Source: an optimization exercise on an open RTL-to-GDS flow (aim: small area). Production flows keep margins and buffers that such runs may drop.
Only simulation tests tie the RTL to the original design; equivalence was not proved.
Power and IR drop assume default switching activity.

## flow/design.v (module list and top-level ports; edited modules follow where they fit)
// module sine_quarter: 198 lines
// module phase_carry: 226 lines
// module audio_generator_12b_unsigned: 886 lines
// module tone_term: 16 lines
// module mix_fa: 6 lines
module audio_generator_12b_unsigned (Clock, nStart, Select, Out);
  // ...
==> flow/flow/run.sh <==
#!/bin/bash
# Own layout flow: the standard ORFS flow (standard.sh) with these changes.
# Synthesis (a copy of ORFS's synth.tcl, edited below):
#  - the mixer's full adders, module mix_fa in the RTL, are kept as a
#    hierarchy level and each instance becomes one sky130 fa_1 cell
#    (mix_fa has the fa_1 port names and function); Yosys's extract_fa is
#    not run;
#  - ABC maps the rest with the area-oriented script flow/abc_area.script.
#  Registers, flattening and renaming are as in the standard synthesis.
# Layout: the make variable assignments in flow/extra_args.txt (one per
# line) are passed to the standard flow (CTS and port buffer arguments).
# Each tool's output goes to orfs/logs as in the standard flow; make's
# output goes to flow_make.log here.
set -euo pipefail
W=$(pwd)
F=$W/flow
sed -e 's|^\(hierarchy -check -top \$::env(DESIGN_NAME)\)$|\1\nsetattr -mod -set keep_hierarchy 1 mix_fa|' \
    -e 's|^\( *\)extract_fa {\*}\[dont_use_extract_fa_args\]|\1chtype -map mix_fa sky130_fd_sc_hd__fa_1\n\1delete mix_fa|' \
    -e "s|^\( *\)log_cmd abc {\*}\$abc_args|\1log_cmd abc {*}[lreplace \$abc_args 1 1 $F/abc_area.script]|" \
    "$FLOW_HOME/scripts/synth.tcl" > "$W/synth_area.tcl"
grep -q "keep_hierarchy 1 mix_fa" "$W/synth_area.tcl"
grep -q "chtype -map mix_fa sky130_fd_sc_hd__fa_1" "$W/synth_area.tcl"
grep -q "abc_area.script" "$W/synth_area.tcl"
sed -e "s|source \$::env(SCRIPTS_DIR)/synth.tcl|source $W/synth_area.tcl|" "$W/synth_recipe.tcl" > "$W/synth_recipe_area.tcl"
grep -q "synth_area.tcl" "$W/synth_recipe_area.tcl"
sed -e "s|SYNTH_SCRIPT=[^ ]*|SYNTH_SCRIPT=$W/synth_recipe_area.tcl|" "$W/standard.sh" > "$W/standard_area.sh"
grep -q "synth_recipe_area.tcl" "$W/standard_area.sh"
ARGS=()
if [[ -f "$F/extra_args.txt" ]]; then
  while IFS= read -r line; do
    [[ -z "$line" || "$line" == \#* ]] && continue
    ARGS+=("$line")
  done < "$F/extra_args.txt"
fi
bash "$W/standard_area.sh" "${ARGS[@]}" finish > "$W/flow_make.log" 2>&1
==> flow/flow/abc_area.script <==
strash; dch; amap -m -C 2000 -F 3 -A 8; topo
==> flow/flow/extra_args.txt <==
CTS_ARGS=-sink_clustering_enable -repair_clock_nets -dont_use_dummy_load -buf_list sky130_fd_sc_hd__clkbuf_2 -root_buf sky130_fd_sc_hd__clkbuf_4 -tree_buf sky130_fd_sc_hd__clkbuf_4 -sink_clustering_size 5 -sink_clustering_max_diameter 20
BUFFER_PORTS_ARGS=-buffer_cell sky130_fd_sc_hd__buf_1
==> flow/standard.sh <==
#!/bin/bash
# synth_recipe.tcl (not shown) runs the flow's synth.tcl, then flattens the netlist and writes it again
# the make line also repeats each setting of config.mk as NAME=value (left out here)
make -C /OpenROAD-flow-scripts/flow DESIGN_CONFIG=/design/flow/config.mk WORK_HOME=/design/flow/orfs CLKGATE_MAP_FILE= SYNTH_SCRIPT=/design/flow/synth_recipe.tcl "${@:-finish}"
==> flow/config.mk <==
export PLATFORM = sky130hd
export DESIGN_NAME = audio_generator_12b_unsigned
export DESIGN_NICKNAME = audio_generator_12b_unsigned
export VERILOG_FILES = /design/flow/design.v
export SDC_FILE = /design/flow/constraint.sdc
export NUM_CORES = 8
export LEC_CHECK = 0
export ABC_AREA = 1
export CAP_MARGIN = 10
export CORE_MARGIN = 2
export CORE_UTILIZATION = 60
export SLEW_MARGIN = 10
==> flow/constraint.sdc <==
create_clock -name core_clock -period 20.0 [get_ports {Clock}]
set_input_delay 4.0000 -clock core_clock [delete_from_list [all_inputs] [get_ports {Clock}]]
set_output_delay 4.0000 -clock core_clock [all_outputs]
set_load 0.01 [all_outputs]
==> results.sh, run 1 <==
export IMPL_status="complete, no violations"
export IMPL_top_power_group="combinational cells"
export IMPL_die_area_um2=37640
export IMPL_worst_slack_ns=6.690
export IMPL_cts_buffers=86
export IMPL_grt_pass1_wl_um=118400
export IMPL_met1_usage_pct=47.67
export IMPL_p_comb_share_pct=44.3
export IMPL_buffers_excl_clock=34
export IMPL_synth_edff_count=0
export IMPL_combinationalPower_uw=752
export IMPL_holdPathEnd="d4[11]"
export IMPL_pg_seq_uw=615
export IMPL_syn_nets=3382
export IMPL_period_minus_slack_ns=13.31
export IMPL_worstHoldPathCells=2
export IMPL_slowest_stage="nor3_1"
export IMPL_cpLargestDelayFamily="adder cells"
export IMPL_hold_viol=0
export IMPL_yosysMostFrequentCell="nor2_1"
export IMPL_synth_ff_latch_count=261
export IMPL_drt_initial_drc_count=3779
export IMPL_cp_startpoint="Select[10]"
export IMPL_cts_buffer_depth=3
export IMPL_arrival_ns=13.96
export IMPL_ir_worst_vdd_v=0.0001086
export IMPL_clk_power_uw=330
export IMPL_totalWireLength_um=72510
export IMPL_synth_compound_area_share_pct=29.51
export IMPL_vias=25567
export IMPL_synth_top_area_cell="dfxtp_1"
export IMPL_fmax_mhz=75.13
export IMPL_start_util_pct=60.90
export IMPL_p_int_uw=1022
==> run 2, diff against run 1 <==
--- a/flow/design.v
+++ b/flow/design.v
@@ -450,5 +450,6 @@
 	wire [11:0] op0;
 	wire cr0;
-	tone_term t0 (Select[0], h0, u0, j0, op0, cr0);
+	wire [5:0] jm0;
+	tone_term t0 (Select[0], h0, u0, jm0, op0, cr0);
 	reg [11:0] d1;	 
 	reg h1, u1;	 
@@ -465,5 +466,6 @@
 	wire [11:0] op1;
 	wire cr1;
-	tone_term t1 (Select[1], h1, u1, j1, op1, cr1);
+	wire [5:0] jm1;
+	tone_term t1 (Select[1], h1, u1, jm1, op1, cr1);
 	reg [11:0] d2;	 
 	reg h2, u2;	 
@@ -480,5 +482,6 @@
 	wire [11:0] op2;
 	wire cr2;
-	tone_term t2 (Select[2], h2, u2, j2, op2, cr2);
+	wire [5:0] jm2;
+	tone_term t2 (Select[2], h2, u2, jm2, op2, cr2);
 	reg [11:0] d3;	 
 	reg h3, u3;	 
@@ -495,5 +498,6 @@
 	wire [11:0] op3;
 	wire cr3;
-	tone_term t3 (Select[3], h3, u3, j3, op3, cr3);
+	wire [5:0] jm3;
+	tone_term t3 (Select[3], h3, u3, jm3, op3, cr3);
 	reg [11:0] d4;	 
 	reg h4, u4;	 
@@ -510,5 +514,6 @@
 	wire [11:0] op4;
 	wire cr4;
-	tone_term t4 (Select[4], h4, u4, j4, op4, cr4);
+	wire [5:0] jm4;
+	tone_term t4 (Select[4], h4, u4, jm4, op4, cr4);
 	reg [11:0] d5;	 
 	reg h5, u5;	 
@@ -525,5 +530,6 @@
 	wire [11:0] op5;
 	wire cr5;
-	tone_term t5 (Select[5], h5, u5, j5, op5, cr5);
+	wire [5:0] jm5;
+	tone_term t5 (Select[5], h5, u5, jm5, op5, cr5);
 	reg [11:0] d6;	 
 	reg h6, u6;	 
@@ -540,5 +546,6 @@
 	wire [11:0] op6;
 	wire cr6;
-	tone_term t6 (Select[6], h6, u6, j6, op6, cr6);
+	wire [5:0] jm6;
+	tone_term t6 (Select[6], h6, u6, jm6, op6, cr6);
 	reg [11:0] d7;	 
 	reg h7, u7;	 
@@ -555,5 +562,6 @@
 	wire [11:0] op7;
 	wire cr7;
-	tone_term t7 (Select[7], h7, u7, j7, op7, cr7);
+	wire [5:0] jm7;
+	tone_term t7 (Select[7], h7, u7, jm7, op7, cr7);
 	reg [11:0] d8;	 
 	reg h8, u8;	 
@@ -570,5 +578,6 @@
 	wire [11:0] op8;
 	wire cr8;
-	tone_term t8 (Select[8], h8, u8, j8, op8, cr8);
+	wire [5:0] jm8;
+	tone_term t8 (Select[8], h8, u8, jm8, op8, cr8);
 	reg [11:0] d9;	 
 	reg h9, u9;	 
@@ -585,5 +594,6 @@
 	wire [11:0] op9;
 	wire cr9;
-	tone_term t9 (Select[9], h9, u9, j9, op9, cr9);
+	wire [5:0] jm9;
+	tone_term t9 (Select[9], h9, u9, jm9, op9, cr9);
 	reg [11:0] d10;	 
 	reg h10, u10;	 
@@ -600,5 +610,6 @@
 	wire [11:0] op10;
 	wire cr10;
-	tone_term t10 (Select[10], h10, u10, j10, op10, cr10);
+	wire [5:0] jm10;
+	tone_term t10 (Select[10], h10, u10, jm10, op10, cr10);
 	reg [11:0] d11;	 
 	reg h11, u11;	 
@@ -615,5 +626,6 @@
 	wire [11:0] op11;
 	wire cr11;
-	tone_term t11 (Select[11], h11, u11, j11, op11, cr11);
+	wire [5:0] jm11;
+	tone_term t11 (Select[11], h11, u11, jm11, op11, cr11);
 	wire [12:0] mix;
 	wire m0, m1, m2, m3, m4, m5, m6, m7, m8, m9, m10, m11, m12, m13, m14, m15;
@@ -649,5 +661,5 @@
 	wire m480, m481, m482, m483, m484, m485, m486, m487, m488, m489, m490, m491, m492, m493, m494, m495;
 	wire m496, m497, m498, m499, m500, m501, m502, m503, m504, m505, m506, m507, m508, m509, m510, m511;
-	wire m512, m513, m514, m515, m516, m517, m518, m519, m520, m521, m522, m523, m524, m525, m526, m527;
+	wire m512, m513, m514, m515, m516, m517, m518, m519, m520, m521, m522, m523, m524, m525, m526;
 	assign e_next[0] = run & (e[0] ^ 1'b1);
 	assign e_next[1] = run & (e[1] ^ e[0]);
@@ -689,18 +701,19 @@
 	assign m17 = ~d0[11] & m16;
 	assign j0_next[0] = run & (j0[0] ^ m17);
-	assign m18 = m17 & (j0[0] ^ u0);
+	assign m18 = m17 & j0[0];
 	assign j0_next[1] = run & (j0[1] ^ m18);
-	assign m19 = m18 & (j0[1] ^ u0);
+	assign m19 = m18 & j0[1];
 	assign j0_next[2] = run & (j0[2] ^ m19);
-	assign m20 = m19 & (j0[2] ^ u0);
+	assign m20 = m19 & j0[2];
 	assign j0_next[3] = run & (j0[3] ^ m20);
-	assign m21 = m20 & (j0[3] ^ u0);
+	assign m21 = m20 & j0[3];
 	assign j0_next[4] = run & (j0[4] ^ m21);
-	assign m22 = m21 & (j0[4] ^ u0);
+	assign m22 = m21 & j0[4];
 	assign j0_next[5] = run & (j0[5] ^ m22);
-	assign m23 = m17 & ~u0 & (&j0);
-	assign m24 = m17 & u0 & (j0 == 6'd1);
-	assign u0_next = run & (u0 ^ (m23 | m24));
+	assign m23 = m22 & j0[5];
+	assign u0_next = run & (u0 ^ m23);
+	assign m24 = m23 & u0;
 	assign h0_next = run & (h0 ^ m24);
+	assign jm0 = u0 ? 6'd0 - j0 : j0;
 	assign d1_next[0] = run & ~(d1[0] ^ cy[1]);
 	assign m25 = d1[0] | cy[1];
@@ -728,18 +741,19 @@
 	assign m36 = ~d1[11] & m35;
 	assign j1_next[0] = run & (j1[0] ^ m36);
-	assign m37 = m36 & (j1[0] ^ u1);
+	assign m37 = m36 & j1[0];
 	assign j1_next[1] = run & (j1[1] ^ m37);
-	assign m38 = m37 & (j1[1] ^ u1);
+	assign m38 = m37 & j1[1];
 	assign j1_next[2] = run & (j1[2] ^ m38);
-	assign m39 = m38 & (j1[2] ^ u1);
+	assign m39 = m38 & j1[2];
 	assign j1_next[3] = run & (j1[3] ^ m39);
-	assign m40 = m39 & (j1[3] ^ u1);
+	assign m40 = m39 & j1[3];
 	assign j1_next[4] = run & (j1[4] ^ m40);
-	assign m41 = m40 & (j1[4] ^ u1);
+	assign m41 = m40 & j1[4];
 	assign j1_next[5] = run & (j1[5] ^ m41);
-	assign m42 = m36 & ~u1 & (&j1);
-	assign m43 = m36 & u1 & (j1 == 6'd1);
-	assign u1_next = run & (u1 ^ (m42 | m43));
+	assign m42 = m41 & j1[5];
+	assign u1_next = run & (u1 ^ m42);
+	assign m43 = m42 & u1;
 	assign h1_next = run & (h1 ^ m43);
+	assign jm1 = u1 ? 6'd0 - j1 : j1;
 	assign d2_next[0] = run & (d2[0] ^ cy[2]);
 	assign m44 = d2[0] & cy[2];
@@ -767,18 +781,19 @@
 	assign m55 = ~d2[11] & m54;
 	assign j2_next[0] = run & (j2[0] ^ m55);
-	assign m56 = m55 & (j2[0] ^ u2);
+	assign m56 = m55 & j2[0];
 	assign j2_next[1] = run & (j2[1] ^ m56);
-	assign m57 = m56 & (j2[1] ^ u2);
+	assign m57 = m56 & j2[1];
 	assign j2_next[2] = run & (j2[2] ^ m57);
-	assign m58 = m57 & (j2[2] ^ u2);
+	assign m58 = m57 & j2[2];
 	assign j2_next[3] = run & (j2[3] ^ m58);
-	assign m59 = m58 & (j2[3] ^ u2);
+	assign m59 = m58 & j2[3];
 	assign j2_next[4] = run & (j2[4] ^ m59);
-	assign m60 = m59 & (j2[4] ^ u2);
+	assign m60 = m59 & j2[4];
 	assign j2_next[5] = run & (j2[5] ^ m60);
-	assign m61 = m55 & ~u2 & (&j2);
-	assign m62 = m55 & u2 & (j2 == 6'd1);
-	assign u2_next = run & (u2 ^ (m61 | m62));
+	assign m61 = m60 & j2[5];
+	assign u2_next = run & (u2 ^ m61);
+	assign m62 = m61 & u2;
 	assign h2_next = run & (h2 ^ m62);
+	assign jm2 = u2 ? 6'd0 - j2 : j2;
 	assign d3_next[0] = run & (d3[0] ^ cy[3]);
 	assign m63 = d3[0] & cy[3];
@@ -806,18 +821,19 @@
 	assign m74 = ~d3[11] & m73;
 	assign j3_next[0] = run & (j3[0] ^ m74);
-	assign m75 = m74 & (j3[0] ^ u3);
+	assign m75 = m74 & j3[0];
 	assign j3_next[1] = run & (j3[1] ^ m75);
-	assign m76 = m75 & (j3[1] ^ u3);
+	assign m76 = m75 & j3[1];
 	assign j3_next[2] = run & (j3[2] ^ m76);
-	assign m77 = m76 & (j3[2] ^ u3);
+	assign m77 = m76 & j3[2];
 	assign j3_next[3] = run & (j3[3] ^ m77);
-	assign m78 = m77 & (j3[3] ^ u3);
+	assign m78 = m77 & j3[3];
 	assign j3_next[4] = run & (j3[4] ^ m78);
-	assign m79 = m78 & (j3[4] ^ u3);
+	assign m79 = m78 & j3[4];
 	assign j3_next[5] = run & (j3[5] ^ m79);
-	assign m80 = m74 & ~u3 & (&j3);
-	assign m81 = m74 & u3 & (j3 == 6'd1);
-	assign u3_next = run & (u3 ^ (m80 | m81));
+	assign m80 = m79 & j3[5];
+	assign u3_next = run & (u3 ^ m80);
+	assign m81 = m80 & u3;
 	assign h3_next = run & (h3 ^ m81);
+	assign jm3 = u3 ? 6'd0 - j3 : j3;
 	assign d4_next[0] = run & (d4[0] ^ cy[4]);
 	assign m82 = d4[0] & cy[4];
@@ -845,18 +861,19 @@
 	assign m93 = ~d4[11] & m92;
 	assign j4_next[0] = run & (j4[0] ^ m93);
-	assign m94 = m93 & (j4[0] ^ u4);
+	assign m94 = m93 & j4[0];
 	assign j4_next[1] = run & (j4[1] ^ m94);
-	assign m95 = m94 & (j4[1] ^ u4);
+	assign m95 = m94 & j4[1];
 	assign j4_next[2] = run & (j4[2] ^ m95);
-	assign m96 = m95 & (j4[2] ^ u4);
+	assign m96 = m95 & j4[2];
 	assign j4_next[3] = run & (j4[3] ^ m96);
-	assign m97 = m96 & (j4[3] ^ u4);
+	assign m97 = m96 & j4[3];
 	assign j4_next[4] = run & (j4[4] ^ m97);
-	assign m98 = m97 & (j4[4] ^ u4);
+	assign m98 = m97 & j4[4];
 	assign j4_next[5] = run & (j4[5] ^ m98);
-	assign m99 = m93 & ~u4 & (&j4);
-	assign m100 = m93 & u4 & (j4 == 6'd1);
-	assign u4_next = run & (u4 ^ (m99 | m100));
+	assign m99 = m98 & j4[5];
+	assign u4_next = run & (u4 ^ m99);
+	assign m100 = m99 & u4;
 	assign h4_next = run & (h4 ^ m100);
+	assign jm4 = u4 ? 6'd0 - j4 : j4;
 	assign d5_next[0] = run & ~(d5[0] ^ cy[5]);
 	assign m101 = d5[0] | cy[5];
@@ -884,18 +901,19 @@
 	assign m112 = ~d5[11] & m111;
 	assign j5_next[0] = run & (j5[0] ^ m112);
-	assign m113 = m112 & (j5[0] ^ u5);
+	assign m113 = m112 & j5[0];
 	assign j5_next[1] = run & (j5[1] ^ m113);
-	assign m114 = m113 & (j5[1] ^ u5);
+	assign m114 = m113 & j5[1];
 	assign j5_next[2] = run & (j5[2] ^ m114);
-	assign m115 = m114 & (j5[2] ^ u5);
+	assign m115 = m114 & j5[2];
 	assign j5_next[3] = run & (j5[3] ^ m115);
-	assign m116 = m115 & (j5[3] ^ u5);
+	assign m116 = m115 & j5[3];
 	assign j5_next[4] = run & (j5[4] ^ m116);
-	assign m117 = m116 & (j5[4] ^ u5);
+	assign m117 = m116 & j5[4];
 	assign j5_next[5] = run & (j5[5] ^ m117);
-	assign m118 = m112 & ~u5 & (&j5);
-	assign m119 = m112 & u5 & (j5 == 6'd1);
-	assign u5_next = run & (u5 ^ (m118 | m119));
+	assign m118 = m117 & j5[5];
+	assign u5_next = run & (u5 ^ m118);
+	assign m119 = m118 & u5;
 	assign h5_next = run & (h5 ^ m119);
+	assign jm5 = u5 ? 6'd0 - j5 : j5;
 	assign d6_next[0] = run & (d6[0] ^ cy[6]);
 	assign m120 = d6[0] & cy[6];
@@ -923,18 +941,19 @@
 	assign m131 = ~d6[11] & m130;
 	assign j6_next[0] = run & (j6[0] ^ m131);
-	assign m132 = m131 & (j6[0] ^ u6);
+	assign m132 = m131 & j6[0];
 	assign j6_next[1] = run & (j6[1] ^ m132);
-	assign m133 = m132 & (j6[1] ^ u6);
+	assign m133 = m132 & j6[1];
 	assign j6_next[2] = run & (j6[2] ^ m133);
-	assign m134 = m133 & (j6[2] ^ u6);
+	assign m134 = m133 & j6[2];
 	assign j6_next[3] = run & (j6[3] ^ m134);
-	assign m135 = m134 & (j6[3] ^ u6);
+	assign m135 = m134 & j6[3];
 	assign j6_next[4] = run & (j6[4] ^ m135);
-	assign m136 = m135 & (j6[4] ^ u6);
+	assign m136 = m135 & j6[4];
 	assign j6_next[5] = run & (j6[5] ^ m136);
-	assign m137 = m131 & ~u6 & (&j6);
-	assign m138 = m131 & u6 & (j6 == 6'd1);
-	assign u6_next = run & (u6 ^ (m137 | m138));
+	assign m137 = m136 & j6[5];
+	assign u6_next = run & (u6 ^ m137);
+	assign m138 = m137 & u6;
 	assign h6_next = run & (h6 ^ m138);
+	assign jm6 = u6 ? 6'd0 - j6 : j6;
 	assign d7_next[0] = run & ~(d7[0] ^ cy[7]);
 	assign m139 = d7[0] | cy[7];
@@ -962,18 +981,19 @@
 	assign m150 = ~d7[11] & m149;
 	assign j7_next[0] = run & (j7[0] ^ m150);
-	assign m151 = m150 & (j7[0] ^ u7);
+	assign m151 = m150 & j7[0];
 	assign j7_next[1] = run & (j7[1] ^ m151);
-	assign m152 = m151 & (j7[1] ^ u7);
+	assign m152 = m151 & j7[1];
 	assign j7_next[2] = run & (j7[2] ^ m152);
-	assign m153 = m152 & (j7[2] ^ u7);
+	assign m153 = m152 & j7[2];
 	assign j7_next[3] = run & (j7[3] ^ m153);
-	assign m154 = m153 & (j7[3] ^ u7);
+	assign m154 = m153 & j7[3];
 	assign j7_next[4] = run & (j7[4] ^ m154);
-	assign m155 = m154 & (j7[4] ^ u7);
+	assign m155 = m154 & j7[4];
 	assign j7_next[5] = run & (j7[5] ^ m155);
-	assign m156 = m150 & ~u7 & (&j7);
-	assign m157 = m150 & u7 & (j7 == 6'd1);
-	assign u7_next = run & (u7 ^ (m156 | m157));
+	assign m156 = m155 & j7[5];
+	assign u7_next = run & (u7 ^ m156);
+	assign m157 = m156 & u7;
 	assign h7_next = run & (h7 ^ m157);
+	assign jm7 = u7 ? 6'd0 - j7 : j7;
 	assign d8_next[0] = run & ~(d8[0] ^ cy[8]);
 	assign m158 = d8[0] | cy[8];
@@ -1001,18 +1021,19 @@
 	assign m169 = ~d8[11] & m168;
 	assign j8_next[0] = run & (j8[0] ^ m169);
-	assign m170 = m169 & (j8[0] ^ u8);
+	assign m170 = m169 & j8[0];
 	assign j8_next[1] = run & (j8[1] ^ m170);
-	assign m171 = m170 & (j8[1] ^ u8);
+	assign m171 = m170 & j8[1];
 	assign j8_next[2] = run & (j8[2] ^ m171);
-	assign m172 = m171 & (j8[2] ^ u8);
+	assign m172 = m171 & j8[2];
 	assign j8_next[3] = run & (j8[3] ^ m172);
-	assign m173 = m172 & (j8[3] ^ u8);
+	assign m173 = m172 & j8[3];
 	assign j8_next[4] = run & (j8[4] ^ m173);
-	assign m174 = m173 & (j8[4] ^ u8);
+	assign m174 = m173 & j8[4];
 	assign j8_next[5] = run & (j8[5] ^ m174);
-	assign m175 = m169 & ~u8 & (&j8);
-	assign m176 = m169 & u8 & (j8 == 6'd1);
-	assign u8_next = run & (u8 ^ (m175 | m176));
+	assign m175 = m174 & j8[5];
+	assign u8_next = run & (u8 ^ m175);
+	assign m176 = m175 & u8;
 	assign h8_next = run & (h8 ^ m176);
+	assign jm8 = u8 ? 6'd0 - j8 : j8;
 	assign d9_next[0] = run & ~(d9[0] ^ cy[9]);
 	assign m177 = d9[0] | cy[9];
@@ -1040,18 +1061,19 @@
 	assign m188 = ~d9[11] & m187;
 	assign j9_next[0] = run & (j9[0] ^ m188);
-	assign m189 = m188 & (j9[0] ^ u9);
+	assign m189 = m188 & j9[0];
 	assign j9_next[1] = run & (j9[1] ^ m189);
-	assign m190 = m189 & (j9[1] ^ u9);
+	assign m190 = m189 & j9[1];
 	assign j9_next[2] = run & (j9[2] ^ m190);
-	assign m191 = m190 & (j9[2] ^ u9);
+	assign m191 = m190 & j9[2];
 	assign j9_next[3] = run & (j9[3] ^ m191);
-	assign m192 = m191 & (j9[3] ^ u9);
+	assign m192 = m191 & j9[3];
 	assign j9_next[4] = run & (j9[4] ^ m192);
-	assign m193 = m192 & (j9[4] ^ u9);
+	assign m193 = m192 & j9[4];
 	assign j9_next[5] = run & (j9[5] ^ m193);
-	assign m194 = m188 & ~u9 & (&j9);
-	assign m195 = m188 & u9 & (j9 == 6'd1);
-	assign u9_next = run & (u9 ^ (m194 | m195));
+	assign m194 = m193 & j9[5];
+	assign u9_next = run & (u9 ^ m194);
+	assign m195 = m194 & u9;
 	assign h9_next = run & (h9 ^ m195);
+	assign jm9 = u9 ? 6'd0 - j9 : j9;
 	assign d10_next[0] = run & (d10[0] ^ cy[10]);
 	assign m196 = d10[0] & cy[10];
@@ -1079,18 +1101,19 @@
 	assign m207 = ~d10[11] & m206;
 	assign j10_next[0] = run & (j10[0] ^ m207);
-	assign m208 = m207 & (j10[0] ^ u10);
+	assign m208 = m207 & j10[0];
 	assign j10_next[1] = run & (j10[1] ^ m208);
-	assign m209 = m208 & (j10[1] ^ u10);
+	assign m209 = m208 & j10[1];
 	assign j10_next[2] = run & (j10[2] ^ m209);
-	assign m210 = m209 & (j10[2] ^ u10);
+	assign m210 = m209 & j10[2];
 	assign j10_next[3] = run & (j10[3] ^ m210);
-	assign m211 = m210 & (j10[3] ^ u10);
+	assign m211 = m210 & j10[3];
 	assign j10_next[4] = run & (j10[4] ^ m211);
-	assign m212 = m211 & (j10[4] ^ u10);
+	assign m212 = m211 & j10[4];
 	assign j10_next[5] = run & (j10[5] ^ m212);
-	assign m213 = m207 & ~u10 & (&j10);
-	assign m214 = m207 & u10 & (j10 == 6'd1);
-	assign u10_next = run & (u10 ^ (m213 | m214));
+	assign m213 = m212 & j10[5];
+	assign u10_next = run & (u10 ^ m213);
+	assign m214 = m213 & u10;
 	assign h10_next = run & (h10 ^ m214);
+	assign jm10 = u10 ? 6'd0 - j10 : j10;
 	assign d11_next[0] = run & ~(d11[0] ^ cy[11]);
 	assign m215 = d11[0] | cy[11];
@@ -1118,18 +1141,19 @@
 	assign m226 = ~d11[11] & m225;
 	assign j11_next[0] = run & (j11[0] ^ m226);
-	assign m227 = m226 & (j11[0] ^ u11);
+	assign m227 = m226 & j11[0];
 	assign j11_next[1] = run & (j11[1] ^ m227);
-	assign m228 = m227 & (j11[1] ^ u11);
+	assign m228 = m227 & j11[1];
 	assign j11_next[2] = run & (j11[2] ^ m228);
-	assign m229 = m228 & (j11[2] ^ u11);
+	assign m229 = m228 & j11[2];
 	assign j11_next[3] = run & (j11[3] ^ m229);
-	assign m230 = m229 & (j11[3] ^ u11);
+	assign m230 = m229 & j11[3];
 	assign j11_next[4] = run & (j11[4] ^ m230);
-	assign m231 = m230 & (j11[4] ^ u11);
+	assign m231 = m230 & j11[4];
 	assign j11_next[5] = run & (j11[5] ^ m231);
-	assign m232 = m226 & ~u11 & (&j11);
-	assign m233 = m226 & u11 & (j11 == 6'd1);
-	assign u11_next = run & (u11 ^ (m232 | m233));
+	assign m232 = m231 & j11[5];
+	assign u11_next = run & (u11 ^ m232);
+	assign m233 = m232 & u11;
 	assign h11_next = run & (h11 ^ m233);
+	assign jm11 = u11 ? 6'd0 - j11 : j11;
 	mix_fa fa0 (.A(op0[0]), .B(op1[0]), .CIN(op2[0]), .SUM(m234), .COUT(m235));
 	mix_fa fa1 (.A(op3[0]), .B(op4[0]), .CIN(op5[0]), .SUM(m236), .COUT(m237));
@@ -1143,168 +1167,167 @@
 	mix_fa fa9 (.A(m240), .B(m242), .CIN(m244), .SUM(m252), .COUT(m253));
 	mix_fa fa10 (.A(m246), .B(m248), .CIN(m250), .SUM(m254), .COUT(m255));
-	assign m256 = m252 ^ m254;
-	assign m257 = m252 & m254;
-	mix_fa fa11 (.A(op0[1]), .B(op1[1]), .CIN(op2[1]), .SUM(m258), .COUT(m259));
-	mix_fa fa12 (.A(op3[1]), .B(op4[1]), .CIN(op5[1]), .SUM(m260), .COUT(m261));
-	mix_fa fa13 (.A(op6[1]), .B(op7[1]), .CIN(op8[1]), .SUM(m262), .COUT(m263));
-	mix_fa fa14 (.A(op9[1]), .B(op10[1]), .CIN(op11[1]), .SUM(m264), .COUT(m265));
-	mix_fa fa15 (.A(m235), .B(m237), .CIN(m239), .SUM(m266), .COUT(m267));
-	mix_fa fa16 (.A(m241), .B(m243), .CIN(m245), .SUM(m268), .COUT(m269));
-	mix_fa fa17 (.A(m247), .B(m249), .CIN(m258), .SUM(m270), .COUT(m271));
-	mix_fa fa18 (.A(m260), .B(m262), .CIN(m264), .SUM(m272), .COUT(m273));
-	mix_fa fa19 (.A(m251), .B(m253), .CIN(m266), .SUM(m274), .COUT(m275));
-	mix_fa fa20 (.A(m268), .B(m270), .CIN(m272), .SUM(m276), .COUT(m277));
-	mix_fa fa21 (.A(m255), .B(m274), .CIN(m276), .SUM(m278), .COUT(m279));
-	assign m280 = m257 ^ m278;
-	assign m281 = m257 & m278;
-	assign m282 = ~(op0[2] ^ op1[2]);
-	assign m283 = op0[2] | op1[2];
-	mix_fa fa22 (.A(op2[2]), .B(op3[2]), .CIN(op4[2]), .SUM(m284), .COUT(m285));
-	mix_fa fa23 (.A(op5[2]), .B(op6[2]), .CIN(op7[2]), .SUM(m286), .COUT(m287));
-	mix_fa fa24 (.A(op8[2]), .B(op9[2]), .CIN(op10[2]), .SUM(m288), .COUT(m289));
-	mix_fa fa25 (.A(op11[2]), .B(m259), .CIN(m261), .SUM(m290), .COUT(m291));
-	mix_fa fa26 (.A(m263), .B(m265), .CIN(m282), .SUM(m292), .COUT(m293));
-	mix_fa fa27 (.A(m284), .B(m286), .CIN(m288), .SUM(m294), .COUT(m295));
-	mix_fa fa28 (.A(m267), .B(m269), .CIN(m271), .SUM(m296), .COUT(m297));
-	mix_fa fa29 (.A(m273), .B(m290), .CIN(m292), .SUM(m298), .COUT(m299));
-	mix_fa fa30 (.A(m294), .B(m275), .CIN(m277), .SUM(m300), .COUT(m301));
-	mix_fa fa31 (.A(m296), .B(m298), .CIN(m279), .SUM(m302), .COUT(m303));
-	mix_fa fa32 (.A(m300), .B(m281), .CIN(m302), .SUM(m304), .COUT(m305));
-	mix_fa fa33 (.A(op0[3]), .B(op1[3]), .CIN(op2[3]), .SUM(m306), .COUT(m307));
-	mix_fa fa34 (.A(op3[3]), .B(op4[3]), .CIN(op5[3]), .SUM(m308), .COUT(m309));
-	mix_fa fa35 (.A(op6[3]), .B(op7[3]), .CIN(op8[3]), .SUM(m310), .COUT(m311));
-	mix_fa fa36 (.A(op9[3]), .B(op10[3]), .CIN(op11[3]), .SUM(m312), .COUT(m313));
-	mix_fa fa37 (.A(m283), .B(m285), .CIN(m287), .SUM(m314), .COUT(m315));
-	mix_fa fa38 (.A(m289), .B(m306), .CIN(m308), .SUM(m316), .COUT(m317));
-	mix_fa fa39 (.A(m310), .B(m312), .CIN(m291), .SUM(m318), .COUT(m319));
-	mix_fa fa40 (.A(m293), .B(m295), .CIN(m314), .SUM(m320), .COUT(m321));
-	mix_fa fa41 (.A(m316), .B(m297), .CIN(m299), .SUM(m322), .COUT(m323));
-	mix_fa fa42 (.A(m318), .B(m320), .CIN(m301), .SUM(m324), .COUT(m325));
-	mix_fa fa43 (.A(m322), .B(m303), .CIN(m324), .SUM(m326), .COUT(m327));
-	assign m328 = m305 ^ m326;
-	assign m329 = m305 & m326;
-	assign m330 = ~(op0[4] ^ op1[4]);
-	assign m331 = op0[4] | op1[4];
-	mix_fa fa44 (.A(op2[4]), .B(op3[4]), .CIN(op4[4]), .SUM(m332), .COUT(m333));
-	mix_fa fa45 (.A(op5[4]), .B(op6[4]), .CIN(op7[4]), .SUM(m334), .COUT(m335));
-	mix_fa fa46 (.A(op8[4]), .B(op9[4]), .CIN(op10[4]), .SUM(m336), .COUT(m337));
-	mix_fa fa47 (.A(op11[4]), .B(m307), .CIN(m309), .SUM(m338), .COUT(m339));
-	mix_fa fa48 (.A(m311), .B(m313), .CIN(m330), .SUM(m340), .COUT(m341));
-	mix_fa fa49 (.A(m332), .B(m334), .CIN(m336), .SUM(m342), .COUT(m343));
-	mix_fa fa50 (.A(m315), .B(m317), .CIN(m338), .SUM(m344), .COUT(m345));
-	mix_fa fa51 (.A(m340), .B(m342), .CIN(m319), .SUM(m346), .COUT(m347));
-	mix_fa fa52 (.A(m321), .B(m344), .CIN(m323), .SUM(m348), .COUT(m349));
-	mix_fa fa53 (.A(m346), .B(m325), .CIN(m348), .SUM(m350), .COUT(m351));
-	mix_fa fa54 (.A(m327), .B(m350), .CIN(m329), .SUM(m352), .COUT(m353));
-	assign m354 = ~(op0[5] ^ op1[5]);
-	assign m355 = op0[5] | op1[5];
-	mix_fa fa55 (.A(op2[5]), .B(op3[5]), .CIN(op4[5]), .SUM(m356), .COUT(m357));
-	mix_fa fa56 (.A(op5[5]), .B(op6[5]), .CIN(op7[5]), .SUM(m358), .COUT(m359));
-	mix_fa fa57 (.A(op8[5]), .B(op9[5]), .CIN(op10[5]), .SUM(m360), .COUT(m361));
-	mix_fa fa58 (.A(op11[5]), .B(m331), .CIN(m333), .SUM(m362), .COUT(m363));
-	mix_fa fa59 (.A(m335), .B(m337), .CIN(m354), .SUM(m364), .COUT(m365));
-	mix_fa fa60 (.A(m356), .B(m358), .CIN(m360), .SUM(m366), .COUT(m367));
-	mix_fa fa61 (.A(m339), .B(m341), .CIN(m343), .SUM(m368), .COUT(m369));
-	mix_fa fa62 (.A(m362), .B(m364), .CIN(m366), .SUM(m370), .COUT(m371));
-	mix_fa fa63 (.A(m345), .B(m368), .CIN(m370), .SUM(m372), .COUT(m373));
-	mix_fa fa64 (.A(m347), .B(m372), .CIN(m349), .SUM(m374), .COUT(m375));
-	mix_fa fa65 (.A(m351), .B(m374), .CIN(m353), .SUM(m376), .COUT(m377));
-	assign m378 = ~(op0[6] ^ op1[6]);
-	assign m379 = op0[6] | op1[6];
-	mix_fa fa66 (.A(op2[6]), .B(op3[6]), .CIN(op4[6]), .SUM(m380), .COUT(m381));
-	mix_fa fa67 (.A(op5[6]), .B(op6[6]), .CIN(op7[6]), .SUM(m382), .COUT(m383));
-	mix_fa fa68 (.A(op8[6]), .B(op9[6]), .CIN(op10[6]), .SUM(m384), .COUT(m385));
-	mix_fa fa69 (.A(op11[6]), .B(m355), .CIN(m357), .SUM(m386), .COUT(m387));
-	mix_fa fa70 (.A(m359), .B(m361), .CIN(m378), .SUM(m388), .COUT(m389));
-	mix_fa fa71 (.A(m380), .B(m382), .CIN(m384), .SUM(m390), .COUT(m391));
-	mix_fa fa72 (.A(m363), .B(m365), .CIN(m367), .SUM(m392), .COUT(m393));
-	mix_fa fa73 (.A(m386), .B(m388), .CIN(m390), .SUM(m394), .COUT(m395));
-	mix_fa fa74 (.A(m369), .B(m371), .CIN(m392), .SUM(m396), .COUT(m397));
-	mix_fa fa75 (.A(m394), .B(m373), .CIN(m396), .SUM(m398), .COUT(m399));
-	mix_fa fa76 (.A(m398), .B(m375), .CIN(m377), .SUM(m400), .COUT(m401));
-	assign m402 = ~(op0[7] ^ op1[7]);
-	assign m403 = op0[7] | op1[7];
-	mix_fa fa77 (.A(op2[7]), .B(op3[7]), .CIN(op4[7]), .SUM(m404), .COUT(m405));
-	mix_fa fa78 (.A(op5[7]), .B(op6[7]), .CIN(op7[7]), .SUM(m406), .COUT(m407));
-	mix_fa fa79 (.A(op8[7]), .B(op9[7]), .CIN(op10[7]), .SUM(m408), .COUT(m409));
-	mix_fa fa80 (.A(op11[7]), .B(m379), .CIN(m381), .SUM(m410), .COUT(m411));
-	mix_fa fa81 (.A(m383), .B(m385), .CIN(m402), .SUM(m412), .COUT(m413));
-	mix_fa fa82 (.A(m404), .B(m406), .CIN(m408), .SUM(m414), .COUT(m415));
-	mix_fa fa83 (.A(m387), .B(m389), .CIN(m391), .SUM(m416), .COUT(m417));
-	mix_fa fa84 (.A(m410), .B(m412), .CIN(m414), .SUM(m418), .COUT(m419));
-	mix_fa fa85 (.A(m393), .B(m395), .CIN(m416), .SUM(m420), .COUT(m421));
-	mix_fa fa86 (.A(m418), .B(m397), .CIN(m420), .SUM(m422), .COUT(m423));
-	mix_fa fa87 (.A(m399), .B(m422), .CIN(m401), .SUM(m424), .COUT(m425));
-	assign m426 = ~(op0[8] ^ op1[8]);
-	assign m427 = op0[8] | op1[8];
-	mix_fa fa88 (.A(op2[8]), .B(op3[8]), .CIN(op4[8]), .SUM(m428), .COUT(m429));
-	mix_fa fa89 (.A(op5[8]), .B(op6[8]), .CIN(op7[8]), .SUM(m430), .COUT(m431));
-	mix_fa fa90 (.A(op8[8]), .B(op9[8]), .CIN(op10[8]), .SUM(m432), .COUT(m433));
-	mix_fa fa91 (.A(op11[8]), .B(m403), .CIN(m405), .SUM(m434), .COUT(m435));
-	mix_fa fa92 (.A(m407), .B(m409), .CIN(m426), .SUM(m436), .COUT(m437));
-	mix_fa fa93 (.A(m428), .B(m430), .CIN(m432), .SUM(m438), .COUT(m439));
-	mix_fa fa94 (.A(m411), .B(m413), .CIN(m415), .SUM(m440), .COUT(m441));
-	mix_fa fa95 (.A(m434), .B(m436), .CIN(m438), .SUM(m442), .COUT(m443));
-	mix_fa fa96 (.A(m417), .B(m419), .CIN(m440), .SUM(m444), .COUT(m445));
-	mix_fa fa97 (.A(m442), .B(m421), .CIN(m444), .SUM(m446), .COUT(m447));
-	mix_fa fa98 (.A(m423), .B(m446), .CIN(m425), .SUM(m448), .COUT(m449));
-	assign m450 = ~(op0[9] ^ op1[9]);
-	assign m451 = op0[9] | op1[9];
-	mix_fa fa99 (.A(op2[9]), .B(op3[9]), .CIN(op4[9]), .SUM(m452), .COUT(m453));
-	mix_fa fa100 (.A(op5[9]), .B(op6[9]), .CIN(op7[9]), .SUM(m454), .COUT(m455));
-	mix_fa fa101 (.A(op8[9]), .B(op9[9]), .CIN(op10[9]), .SUM(m456), .COUT(m457));
-	mix_fa fa102 (.A(op11[9]), .B(m427), .CIN(m429), .SUM(m458), .COUT(m459));
-	mix_fa fa103 (.A(m431), .B(m433), .CIN(m450), .SUM(m460), .COUT(m461));
-	mix_fa fa104 (.A(m452), .B(m454), .CIN(m456), .SUM(m462), .COUT(m463));
-	mix_fa fa105 (.A(m435), .B(m437), .CIN(m439), .SUM(m464), .COUT(m465));
-	mix_fa fa106 (.A(m458), .B(m460), .CIN(m462), .SUM(m466), .COUT(m467));
-	mix_fa fa107 (.A(m441), .B(m443), .CIN(m464), .SUM(m468), .COUT(m469));
-	mix_fa fa108 (.A(m466), .B(m445), .CIN(m468), .SUM(m470), .COUT(m471));
-	mix_fa fa109 (.A(m447), .B(m470), .CIN(m449), .SUM(m472), .COUT(m473));
-	assign m474 = ~(op0[10] ^ op1[10]);
-	assign m475 = op0[10] | op1[10];
-	mix_fa fa110 (.A(op2[10]), .B(op3[10]), .CIN(op4[10]), .SUM(m476), .COUT(m477));
-	mix_fa fa111 (.A(op5[10]), .B(op6[10]), .CIN(op7[10]), .SUM(m478), .COUT(m479));
-	mix_fa fa112 (.A(op8[10]), .B(op9[10]), .CIN(op10[10]), .SUM(m480), .COUT(m481));
-	mix_fa fa113 (.A(op11[10]), .B(m451), .CIN(m453), .SUM(m482), .COUT(m483));
-	mix_fa fa114 (.A(m455), .B(m457), .CIN(m474), .SUM(m484), .COUT(m485));
-	mix_fa fa115 (.A(m476), .B(m478), .CIN(m480), .SUM(m486), .COUT(m487));
-	mix_fa fa116 (.A(m459), .B(m461), .CIN(m463), .SUM(m488), .COUT(m489));
-	mix_fa fa117 (.A(m482), .B(m484), .CIN(m486), .SUM(m490), .COUT(m491));
-	mix_fa fa118 (.A(m465), .B(m467), .CIN(m488), .SUM(m492), .COUT(m493));
-	mix_fa fa119 (.A(m490), .B(m469), .CIN(m492), .SUM(m494), .COUT(m495));
-	mix_fa fa120 (.A(m471), .B(m494), .CIN(m473), .SUM(m496), .COUT(m497));
-	assign m498 = ~(op0[11] ^ op1[11]);
-	assign m499 = op0[11] | op1[11];
-	mix_fa fa121 (.A(op2[11]), .B(op3[11]), .CIN(op4[11]), .SUM(m500), .COUT(m501));
-	mix_fa fa122 (.A(op5[11]), .B(op6[11]), .CIN(op7[11]), .SUM(m502), .COUT(m503));
-	mix_fa fa123 (.A(op8[11]), .B(op9[11]), .CIN(op10[11]), .SUM(m504), .COUT(m505));
-	mix_fa fa124 (.A(op11[11]), .B(m475), .CIN(m477), .SUM(m506), .COUT(m507));
-	mix_fa fa125 (.A(m479), .B(m481), .CIN(m498), .SUM(m508), .COUT(m509));
-	mix_fa fa126 (.A(m500), .B(m502), .CIN(m504), .SUM(m510), .COUT(m511));
-	mix_fa fa127 (.A(m483), .B(m485), .CIN(m487), .SUM(m512), .COUT(m513));
-	mix_fa fa128 (.A(m506), .B(m508), .CIN(m510), .SUM(m514), .COUT(m515));
-	mix_fa fa129 (.A(m489), .B(m491), .CIN(m512), .SUM(m516), .COUT(m517));
-	mix_fa fa130 (.A(m514), .B(m493), .CIN(m516), .SUM(m518), .COUT(m519));
-	mix_fa fa131 (.A(m495), .B(m518), .CIN(m497), .SUM(m520), .COUT(m521));
-	assign m522 = ~(m499 ^ m501);
-	assign m523 = m503 ^ m505 ^ m507;
-	assign m524 = m509 ^ m511 ^ m522;
-	assign m525 = m513 ^ m515 ^ m523;
-	assign m526 = m524 ^ m517 ^ m525;
-	assign m527 = m519 ^ m526 ^ m521;
-	assign mix[0] = m256;
-	assign mix[1] = m280;
-	assign mix[2] = m304;
-	assign mix[3] = m328;
-	assign mix[4] = m352;
-	assign mix[5] = m376;
-	assign mix[6] = m400;
-	assign mix[7] = m424;
-	assign mix[8] = m448;
-	assign mix[9] = m472;
-	assign mix[10] = m496;
-	assign mix[11] = m520;
-	assign mix[12] = m527;
+	assign m256 = m252 & m254;
+	mix_fa fa11 (.A(op0[1]), .B(op1[1]), .CIN(op2[1]), .SUM(m257), .COUT(m258));
+	mix_fa fa12 (.A(op3[1]), .B(op4[1]), .CIN(op5[1]), .SUM(m259), .COUT(m260));
+	mix_fa fa13 (.A(op6[1]), .B(op7[1]), .CIN(op8[1]), .SUM(m261), .COUT(m262));
+	mix_fa fa14 (.A(op9[1]), .B(op10[1]), .CIN(op11[1]), .SUM(m263), .COUT(m264));
+	mix_fa fa15 (.A(m235), .B(m237), .CIN(m239), .SUM(m265), .COUT(m266));
+	mix_fa fa16 (.A(m241), .B(m243), .CIN(m245), .SUM(m267), .COUT(m268));
+	mix_fa fa17 (.A(m247), .B(m249), .CIN(m257), .SUM(m269), .COUT(m270));
+	mix_fa fa18 (.A(m259), .B(m261), .CIN(m263), .SUM(m271), .COUT(m272));
+	mix_fa fa19 (.A(m251), .B(m253), .CIN(m265), .SUM(m273), .COUT(m274));
+	mix_fa fa20 (.A(m267), .B(m269), .CIN(m271), .SUM(m275), .COUT(m276));
+	mix_fa fa21 (.A(m255), .B(m273), .CIN(m275), .SUM(m277), .COUT(m278));
+	assign m279 = m256 ^ m277;
+	assign m280 = m256 & m277;
+	assign m281 = ~(op0[2] ^ op1[2]);
+	assign m282 = op0[2] | op1[2];
+	mix_fa fa22 (.A(op2[2]), .B(op3[2]), .CIN(op4[2]), .SUM(m283), .COUT(m284));
+	mix_fa fa23 (.A(op5[2]), .B(op6[2]), .CIN(op7[2]), .SUM(m285), .COUT(m286));
+	mix_fa fa24 (.A(op8[2]), .B(op9[2]), .CIN(op10[2]), .SUM(m287), .COUT(m288));
+	mix_fa fa25 (.A(op11[2]), .B(m258), .CIN(m260), .SUM(m289), .COUT(m290));
+	mix_fa fa26 (.A(m262), .B(m264), .CIN(m281), .SUM(m291), .COUT(m292));
+	mix_fa fa27 (.A(m283), .B(m285), .CIN(m287), .SUM(m293), .COUT(m294));
+	mix_fa fa28 (.A(m266), .B(m268), .CIN(m270), .SUM(m295), .COUT(m296));
+	mix_fa fa29 (.A(m272), .B(m289), .CIN(m291), .SUM(m297), .COUT(m298));
+	mix_fa fa30 (.A(m293), .B(m274), .CIN(m276), .SUM(m299), .COUT(m300));
+	mix_fa fa31 (.A(m295), .B(m297), .CIN(m278), .SUM(m301), .COUT(m302));
+	mix_fa fa32 (.A(m299), .B(m280), .CIN(m301), .SUM(m303), .COUT(m304));
+	mix_fa fa33 (.A(op0[3]), .B(op1[3]), .CIN(op2[3]), .SUM(m305), .COUT(m306));
+	mix_fa fa34 (.A(op3[3]), .B(op4[3]), .CIN(op5[3]), .SUM(m307), .COUT(m308));
+	mix_fa fa35 (.A(op6[3]), .B(op7[3]), .CIN(op8[3]), .SUM(m309), .COUT(m310));
+	mix_fa fa36 (.A(op9[3]), .B(op10[3]), .CIN(op11[3]), .SUM(m311), .COUT(m312));
+	mix_fa fa37 (.A(m282), .B(m284), .CIN(m286), .SUM(m313), .COUT(m314));
+	mix_fa fa38 (.A(m288), .B(m305), .CIN(m307), .SUM(m315), .COUT(m316));
+	mix_fa fa39 (.A(m309), .B(m311), .CIN(m290), .SUM(m317), .COUT(m318));
+	mix_fa fa40 (.A(m292), .B(m294), .CIN(m313), .SUM(m319), .COUT(m320));
+	mix_fa fa41 (.A(m315), .B(m296), .CIN(m298), .SUM(m321), .COUT(m322));
+	mix_fa fa42 (.A(m317), .B(m319), .CIN(m300), .SUM(m323), .COUT(m324));
+	mix_fa fa43 (.A(m321), .B(m302), .CIN(m323), .SUM(m325), .COUT(m326));
+	assign m327 = m304 ^ m325;
+	assign m328 = m304 & m325;
+	assign m329 = ~(op0[4] ^ op1[4]);
+	assign m330 = op0[4] | op1[4];
+	mix_fa fa44 (.A(op2[4]), .B(op3[4]), .CIN(op4[4]), .SUM(m331), .COUT(m332));
+	mix_fa fa45 (.A(op5[4]), .B(op6[4]), .CIN(op7[4]), .SUM(m333), .COUT(m334));
+	mix_fa fa46 (.A(op8[4]), .B(op9[4]), .CIN(op10[4]), .SUM(m335), .COUT(m336));
+	mix_fa fa47 (.A(op11[4]), .B(m306), .CIN(m308), .SUM(m337), .COUT(m338));
+	mix_fa fa48 (.A(m310), .B(m312), .CIN(m329), .SUM(m339), .COUT(m340));
+	mix_fa fa49 (.A(m331), .B(m333), .CIN(m335), .SUM(m341), .COUT(m342));
+	mix_fa fa50 (.A(m314), .B(m316), .CIN(m337), .SUM(m343), .COUT(m344));
+	mix_fa fa51 (.A(m339), .B(m341), .CIN(m318), .SUM(m345), .COUT(m346));
+	mix_fa fa52 (.A(m320), .B(m343), .CIN(m322), .SUM(m347), .COUT(m348));
+	mix_fa fa53 (.A(m345), .B(m324), .CIN(m347), .SUM(m349), .COUT(m350));
+	mix_fa fa54 (.A(m326), .B(m349), .CIN(m328), .SUM(m351), .COUT(m352));
+	assign m353 = ~(op0[5] ^ op1[5]);
+	assign m354 = op0[5] | op1[5];
+	mix_fa fa55 (.A(op2[5]), .B(op3[5]), .CIN(op4[5]), .SUM(m355), .COUT(m356));
+	mix_fa fa56 (.A(op5[5]), .B(op6[5]), .CIN(op7[5]), .SUM(m357), .COUT(m358));
+	mix_fa fa57 (.A(op8[5]), .B(op9[5]), .CIN(op10[5]), .SUM(m359), .COUT(m360));
+	mix_fa fa58 (.A(op11[5]), .B(m330), .CIN(m332), .SUM(m361), .COUT(m362));
+	mix_fa fa59 (.A(m334), .B(m336), .CIN(m353), .SUM(m363), .COUT(m364));
+	mix_fa fa60 (.A(m355), .B(m357), .CIN(m359), .SUM(m365), .COUT(m366));
+	mix_fa fa61 (.A(m338), .B(m340), .CIN(m342), .SUM(m367), .COUT(m368));
+	mix_fa fa62 (.A(m361), .B(m363), .CIN(m365), .SUM(m369), .COUT(m370));
+	mix_fa fa63 (.A(m344), .B(m367), .CIN(m369), .SUM(m371), .COUT(m372));
+	mix_fa fa64 (.A(m346), .B(m371), .CIN(m348), .SUM(m373), .COUT(m374));
+	mix_fa fa65 (.A(m350), .B(m373), .CIN(m352), .SUM(m375), .COUT(m376));
+	assign m377 = ~(op0[6] ^ op1[6]);
+	assign m378 = op0[6] | op1[6];
+	mix_fa fa66 (.A(op2[6]), .B(op3[6]), .CIN(op4[6]), .SUM(m379), .COUT(m380));
+	mix_fa fa67 (.A(op5[6]), .B(op6[6]), .CIN(op7[6]), .SUM(m381), .COUT(m382));
+	mix_fa fa68 (.A(op8[6]), .B(op9[6]), .CIN(op10[6]), .SUM(m383), .COUT(m384));
+	mix_fa fa69 (.A(op11[6]), .B(m354), .CIN(m356), .SUM(m385), .COUT(m386));
+	mix_fa fa70 (.A(m358), .B(m360), .CIN(m377), .SUM(m387), .COUT(m388));
+	mix_fa fa71 (.A(m379), .B(m381), .CIN(m383), .SUM(m389), .COUT(m390));
+	mix_fa fa72 (.A(m362), .B(m364), .CIN(m366), .SUM(m391), .COUT(m392));
+	mix_fa fa73 (.A(m385), .B(m387), .CIN(m389), .SUM(m393), .COUT(m394));
+	mix_fa fa74 (.A(m368), .B(m370), .CIN(m391), .SUM(m395), .COUT(m396));
+	mix_fa fa75 (.A(m393), .B(m372), .CIN(m395), .SUM(m397), .COUT(m398));
+	mix_fa fa76 (.A(m397), .B(m374), .CIN(m376), .SUM(m399), .COUT(m400));
+	assign m401 = ~(op0[7] ^ op1[7]);
+	assign m402 = op0[7] | op1[7];
+	mix_fa fa77 (.A(op2[7]), .B(op3[7]), .CIN(op4[7]), .SUM(m403), .COUT(m404));
+	mix_fa fa78 (.A(op5[7]), .B(op6[7]), .CIN(op7[7]), .SUM(m405), .COUT(m406));
+	mix_fa fa79 (.A(op8[7]), .B(op9[7]), .CIN(op10[7]), .SUM(m407), .COUT(m408));
+	mix_fa fa80 (.A(op11[7]), .B(m378), .CIN(m380), .SUM(m409), .COUT(m410));
+	mix_fa fa81 (.A(m382), .B(m384), .CIN(m401), .SUM(m411), .COUT(m412));
+	mix_fa fa82 (.A(m403), .B(m405), .CIN(m407), .SUM(m413), .COUT(m414));
+	mix_fa fa83 (.A(m386), .B(m388), .CIN(m390), .SUM(m415), .COUT(m416));
+	mix_fa fa84 (.A(m409), .B(m411), .CIN(m413), .SUM(m417), .COUT(m418));
+	mix_fa fa85 (.A(m392), .B(m394), .CIN(m415), .SUM(m419), .COUT(m420));
+	mix_fa fa86 (.A(m417), .B(m396), .CIN(m419), .SUM(m421), .COUT(m422));
+	mix_fa fa87 (.A(m398), .B(m421), .CIN(m400), .SUM(m423), .COUT(m424));
+	assign m425 = ~(op0[8] ^ op1[8]);
+	assign m426 = op0[8] | op1[8];
+	mix_fa fa88 (.A(op2[8]), .B(op3[8]), .CIN(op4[8]), .SUM(m427), .COUT(m428));
+	mix_fa fa89 (.A(op5[8]), .B(op6[8]), .CIN(op7[8]), .SUM(m429), .COUT(m430));
+	mix_fa fa90 (.A(op8[8]), .B(op9[8]), .CIN(op10[8]), .SUM(m431), .COUT(m432));
+	mix_fa fa91 (.A(op11[8]), .B(m402), .CIN(m404), .SUM(m433), .COUT(m434));
+	mix_fa fa92 (.A(m406), .B(m408), .CIN(m425), .SUM(m435), .COUT(m436));
+	mix_fa fa93 (.A(m427), .B(m429), .CIN(m431), .SUM(m437), .COUT(m438));
+	mix_fa fa94 (.A(m410), .B(m412), .CIN(m414), .SUM(m439), .COUT(m440));
+	mix_fa fa95 (.A(m433), .B(m435), .CIN(m437), .SUM(m441), .COUT(m442));
+	mix_fa fa96 (.A(m416), .B(m418), .CIN(m439), .SUM(m443), .COUT(m444));
+	mix_fa fa97 (.A(m441), .B(m420), .CIN(m443), .SUM(m445), .COUT(m446));
+	mix_fa fa98 (.A(m422), .B(m445), .CIN(m424), .SUM(m447), .COUT(m448));
+	assign m449 = ~(op0[9] ^ op1[9]);
+	assign m450 = op0[9] | op1[9];
+	mix_fa fa99 (.A(op2[9]), .B(op3[9]), .CIN(op4[9]), .SUM(m451), .COUT(m452));
+	mix_fa fa100 (.A(op5[9]), .B(op6[9]), .CIN(op7[9]), .SUM(m453), .COUT(m454));
+	mix_fa fa101 (.A(op8[9]), .B(op9[9]), .CIN(op10[9]), .SUM(m455), .COUT(m456));
+	mix_fa fa102 (.A(op11[9]), .B(m426), .CIN(m428), .SUM(m457), .COUT(m458));
+	mix_fa fa103 (.A(m430), .B(m432), .CIN(m449), .SUM(m459), .COUT(m460));
+	mix_fa fa104 (.A(m451), .B(m453), .CIN(m455), .SUM(m461), .COUT(m462));
+	mix_fa fa105 (.A(m434), .B(m436), .CIN(m438), .SUM(m463), .COUT(m464));
+	mix_fa fa106 (.A(m457), .B(m459), .CIN(m461), .SUM(m465), .COUT(m466));
+	mix_fa fa107 (.A(m440), .B(m442), .CIN(m463), .SUM(m467), .COUT(m468));
+	mix_fa fa108 (.A(m465), .B(m444), .CIN(m467), .SUM(m469), .COUT(m470));
+	mix_fa fa109 (.A(m446), .B(m469), .CIN(m448), .SUM(m471), .COUT(m472));
+	assign m473 = ~(op0[10] ^ op1[10]);
+	assign m474 = op0[10] | op1[10];
+	mix_fa fa110 (.A(op2[10]), .B(op3[10]), .CIN(op4[10]), .SUM(m475), .COUT(m476));
+	mix_fa fa111 (.A(op5[10]), .B(op6[10]), .CIN(op7[10]), .SUM(m477), .COUT(m478));
+	mix_fa fa112 (.A(op8[10]), .B(op9[10]), .CIN(op10[10]), .SUM(m479), .COUT(m480));
+	mix_fa fa113 (.A(op11[10]), .B(m450), .CIN(m452), .SUM(m481), .COUT(m482));
+	mix_fa fa114 (.A(m454), .B(m456), .CIN(m473), .SUM(m483), .COUT(m484));
+	mix_fa fa115 (.A(m475), .B(m477), .CIN(m479), .SUM(m485), .COUT(m486));
+	mix_fa fa116 (.A(m458), .B(m460), .CIN(m462), .SUM(m487), .COUT(m488));
+	mix_fa fa117 (.A(m481), .B(m483), .CIN(m485), .SUM(m489), .COUT(m490));
+	mix_fa fa118 (.A(m464), .B(m466), .CIN(m487), .SUM(m491), .COUT(m492));
+	mix_fa fa119 (.A(m489), .B(m468), .CIN(m491), .SUM(m493), .COUT(m494));
+	mix_fa fa120 (.A(m470), .B(m493), .CIN(m472), .SUM(m495), .COUT(m496));
+	assign m497 = ~(op0[11] ^ op1[11]);
+	assign m498 = op0[11] | op1[11];
+	mix_fa fa121 (.A(op2[11]), .B(op3[11]), .CIN(op4[11]), .SUM(m499), .COUT(m500));
+	mix_fa fa122 (.A(op5[11]), .B(op6[11]), .CIN(op7[11]), .SUM(m501), .COUT(m502));
+	mix_fa fa123 (.A(op8[11]), .B(op9[11]), .CIN(op10[11]), .SUM(m503), .COUT(m504));
+	mix_fa fa124 (.A(op11[11]), .B(m474), .CIN(m476), .SUM(m505), .COUT(m506));
+	mix_fa fa125 (.A(m478), .B(m480), .CIN(m497), .SUM(m507), .COUT(m508));
+	mix_fa fa126 (.A(m499), .B(m501), .CIN(m503), .SUM(m509), .COUT(m510));
+	mix_fa fa127 (.A(m482), .B(m484), .CIN(m486), .SUM(m511), .COUT(m512));
+	mix_fa fa128 (.A(m505), .B(m507), .CIN(m509), .SUM(m513), .COUT(m514));
+	mix_fa fa129 (.A(m488), .B(m490), .CIN(m511), .SUM(m515), .COUT(m516));
+	mix_fa fa130 (.A(m513), .B(m492), .CIN(m515), .SUM(m517), .COUT(m518));
+	mix_fa fa131 (.A(m494), .B(m517), .CIN(m496), .SUM(m519), .COUT(m520));
+	assign m521 = ~(m498 ^ m500);
+	assign m522 = m502 ^ m504 ^ m506;
+	assign m523 = m508 ^ m510 ^ m521;
+	assign m524 = m512 ^ m514 ^ m522;
+	assign m525 = m523 ^ m516 ^ m524;
+	assign m526 = m518 ^ m525 ^ m520;
+	assign mix[0] = 1'b0;
+	assign mix[1] = m279;
+	assign mix[2] = m303;
+	assign mix[3] = m327;
+	assign mix[4] = m351;
+	assign mix[5] = m375;
+	assign mix[6] = m399;
+	assign mix[7] = m423;
+	assign mix[8] = m447;
+	assign mix[9] = m471;
+	assign mix[10] = m495;
+	assign mix[11] = m519;
+	assign mix[12] = m526;
 	always @(posedge Clock) Out <= mix[12:1];
 endmodule
==> flow/flow/extra_args.txt (replaced) <==
CTS_ARGS=-sink_clustering_enable -repair_clock_nets -dont_use_dummy_load -buf_list sky130_fd_sc_hd__clkbuf_4 -sink_clustering_size 10 -sink_clustering_max_diameter 35
BUFFER_PORTS_ARGS=-buffer_cell sky130_fd_sc_hd__buf_1
==> results.sh, run 2 <==
export IMPL_worstPathRequired_ns=20.70
export IMPL_worst_path_most_repeated_cell="fa_1"
export IMPL_holdWs_ns=0.4668
export IMPL_cpPeakStageDelay_ns=0.61
export IMPL_worstHoldPathCells=1
export IMPL_period_minus_slack_ns=14.40
export IMPL_leakagePower_uw=0.007791
export IMPL_start_util_pct=60.82
export IMPL_synth_ff_latch_count=261
export IMPL_synth_top_area_cell="dfxtp_1"
export IMPL_coreArea_um2=35480
export IMPL_cts_root_buf="clkbuf_4"
export IMPL_fp_dieW_um=193.7
export IMPL_post_route_cells_drive_above_1_share_pct=2.383
export IMPL_yosysMostFrequentCell="nor2_1"
export IMPL_place_gp_congestion=1.131
export IMPL_cap_violations=0
export IMPL_cts_repair_resized=0
export IMPL_grt_usage_pct=36.45
export IMPL_ios=26
export IMPL_fin_crit_sh_pct=72.02
export IMPL_synth_top_area_share_pct=24.12
export IMPL_n_fill_cell=3035
export IMPL_worstSetupPathType="input port to flop"
export IMPL_syn2layout_area_growth_pct=5.965
export IMPL_ir_worst_vdd_v=0.0001235
export IMPL_cts_setup_buffers=0
export IMPL_totalWireLength_um=69620
export IMPL_nets=3589
export IMPL_rsz0062_at_grt="no"
export IMPL_ys_top_cells_by_count="803 x nor2_1, 451 x o21ai_0, 438 x clkinv_1"
export IMPL_synth_cell_types=41
export IMPL_numPortBuffers=25
export IMPL_end_kind="flop"
export IMPL_regArea_um2=5231
export IMPL_syn_nets=3482
export IMPL_cts_sinks=261
export IMPL_syn_inst=3336
export IMPL_viasPerCell=6.434
export IMPL_multiInputGateArea_um2=14710
export IMPL_rr_worst_depth=39
export IMPL_drc=0
export IMPL_drt_initial_drc_count=3611
export IMPL_die_area_um2=37500
export IMPL_grt_max_degree=92
export IMPL_r2r_slack_ns=7.95
export IMPL_clock_latency_ns=0.83
export IMPL_die_h_um=193.7
export IMPL_final_cell_mix="803 x nor2_1, 451 x o21ai_0, 437 x clkinv_1, 399 x nand2_1, 303 x a21oi_1"
export IMPL_slowest_stage="a2111oi_0"
export IMPL_synth_edff_count=0
export IMPL_skew_ns=0.1490
export IMPL_drv_slew=0
export IMPL_arrival_ns=15.10
export IMPL_min_from="h5"
export IMPL_vias=25139
export IMPL_wl_per_cell_um=17.82
export IMPL_first_global_vias=23431
export IMPL_cp_start_kind="input port"
export IMPL_worst_pin_slew_ns=1.165
export IMPL_ys_flop_type="dfxtp_1"
export IMPL_cts_tree="yes"
export IMPL_powerDensity_nw_per_um2=70.85
export IMPL_grt_pass1_wl_um=114600
export IMPL_overflow=0
export IMPL_antenna_found_initial=2
export IMPL_setup_tns_ns=0
export IMPL_reg2reg_from="u0"
export IMPL_yosysWarnings=1
export IMPL_yosysSeqAreaShare_pct=24.23
export IMPL_cts_clk_slew_worst_paths_ns=0.07
export IMPL_fmax_mhz=69.43
export IMPL_async_flop_share_pct=0.3831
export IMPL_crit_fanout=8
export IMPL_final_setup_viol_count=0
export IMPL_holdPathEnd="h5"
export IMPL_cts_buffers=45
export IMPL_cts_buffer_depth=3
export IMPL_hold_viol=0
export IMPL_synth_top_cells_by_area="dfxtp_1 24%, nor2_1 14%, fa_1 12%, o21ai_0 10%, clkinv_1 7.6%"
export IMPL_syn_mean_instance_area_um2=6.469
export IMPL_synthesis_area_um2=21580
export IMPL_slew_headroom_pct=21.32
export IMPL_firstDrtPassIters=15
export IMPL_worstHoldPathType="flop to flop"
export IMPL_dp_hpwl_um=54030
export IMPL_rr_endpoint="Out[11]"
export IMPL_rows=69
export IMPL_cts_max_level=2
export IMPL_final_common_cell="nor2_1"
export IMPL_status="complete, no violations"
export IMPL_ant_nets=0
export IMPL_hold_buffers=0
[run 2: report_power, final]
part,total [uW],internal (uW),switching (uW)
logic,727,302,425
clock network,283,102,181
registers,610,584,26.3
total,1620,988,632
[run 2: critical path: cells and delay by family]
family          cells  cell delay [ns]
fa+ha+maj          14             6.10
simple gates        9             1.00
buf+inv             4             0.83
compound gates     14             3.17
[run 2: final cells by class]
cell class | count | share of cell area, %
clock buffer | 45 | 1.477
sequential | 261 | 22.87
antenna | 5 | 0.05471
multi-input combinational | 2637 | 64.31
timing repair buffer | 60 | 1.548
inverter | 438 | 7.211
tap | 461 | 2.522
[run 2: per-stage QoR]
| stage | power (uW) | utilization (%) | setup WS, ns | instances | area, um2 |
|---|---|---|---|---|---|
| after floorplan | 1062 | - | 6.767 | 3336 | 21580 |
| after global placement | 1255 | 63.45 | 5.345 | 3856 | 22510 |
| after detailed placement | 1319 | 63.45 | 5.210 | 3856 | 22510 |
| after CTS | 1599 | 64.40 | 6.046 | 3901 | 22850 |
| after global routing | 1733 | 64.45 | 5.157 | 3907 | 22870 |
| final | 1620 | 64.45 | 5.596 | 3907 | 22870 |
[run 2: worst max path at each step]
stage,startpoint,endpoint,slack [ns],cells past startpoint
floorplan,Select[10],Out[11],6.77,37
global placement,Select[10],Out[11],5.34,38
detailed placement,Select[9],Out[11],5.21,41
CTS,Select[10],Out[11],6.05,41
global route,Select[10],Out[11],5.16,41
finish,Select[10],Out[11],5.60,41
[run 2: routing by layer]
layer / share of wire, % / vias to the layer above / wire [um] / track usage, %
met3: 11 / 476 / 7335 / 7.654
met1: 38 / 11078 / 26730 / 45.71
li1: - / 11838 / - / -
met5: 0 / - / 0 / 0
met2: 45 / 1747 / 31380 / 59.97
met4: 6.0 / 0 / 4178 / 17.56
[run 2: cell families (layout without fill, tap and decap cells)]
family	after synthesis	count (layout)	synth area share (%)
multiplexers	1	1	0.04638
AND/OR/NAND/NOR	1410	1410	25.96
buffers and inverters	438	543	7.618
AO/OA/AOI/OAI	1093	1093	29.89
flip-flops	261	261	24.23
adder cells (fa/ha/maj)	132	132	12.24
other	1	6	0.01738

[port drivers added, routing unchanged]
How much do the figures lean on ideal ports? The routed layouts below were timed once more, with nothing changed but the port constraints.
Step 1 sets driving cells, clkbuf_16 on the clock port and buf_2 on the other inputs (assumed; they add their load-dependent delay and slew).
Step 2 adds t to the input delays and takes it off the output delays; t is the mean of the earliest and latest rising clock arrival at the registers after step 1. Input paths then give back, and output paths get back, about the clock's delay inside the block.
Three values: ideal ports, drivers, drivers and shift; two values: the first two.
| run | t, ns | setup slack, ns | clock arrival spread, ns | worst register clock-pin slew, ns |
|---|---|---|---|---|
| run 1 | 0.795 | 6.690 / 6.720 / 5.925 | 0.117 / 0.117 | 0.10 / 0.10 |
| run 2 | 0.814 | 5.596 / 5.625 / 4.812 | 0.149 / 0.149 | 0.10 / 0.10 |
After both steps setup and hold are still met in every run listed. The setup slack of run 2, which loses most, moves by +0.029 ns with the drivers and by -0.784 ns with both steps.
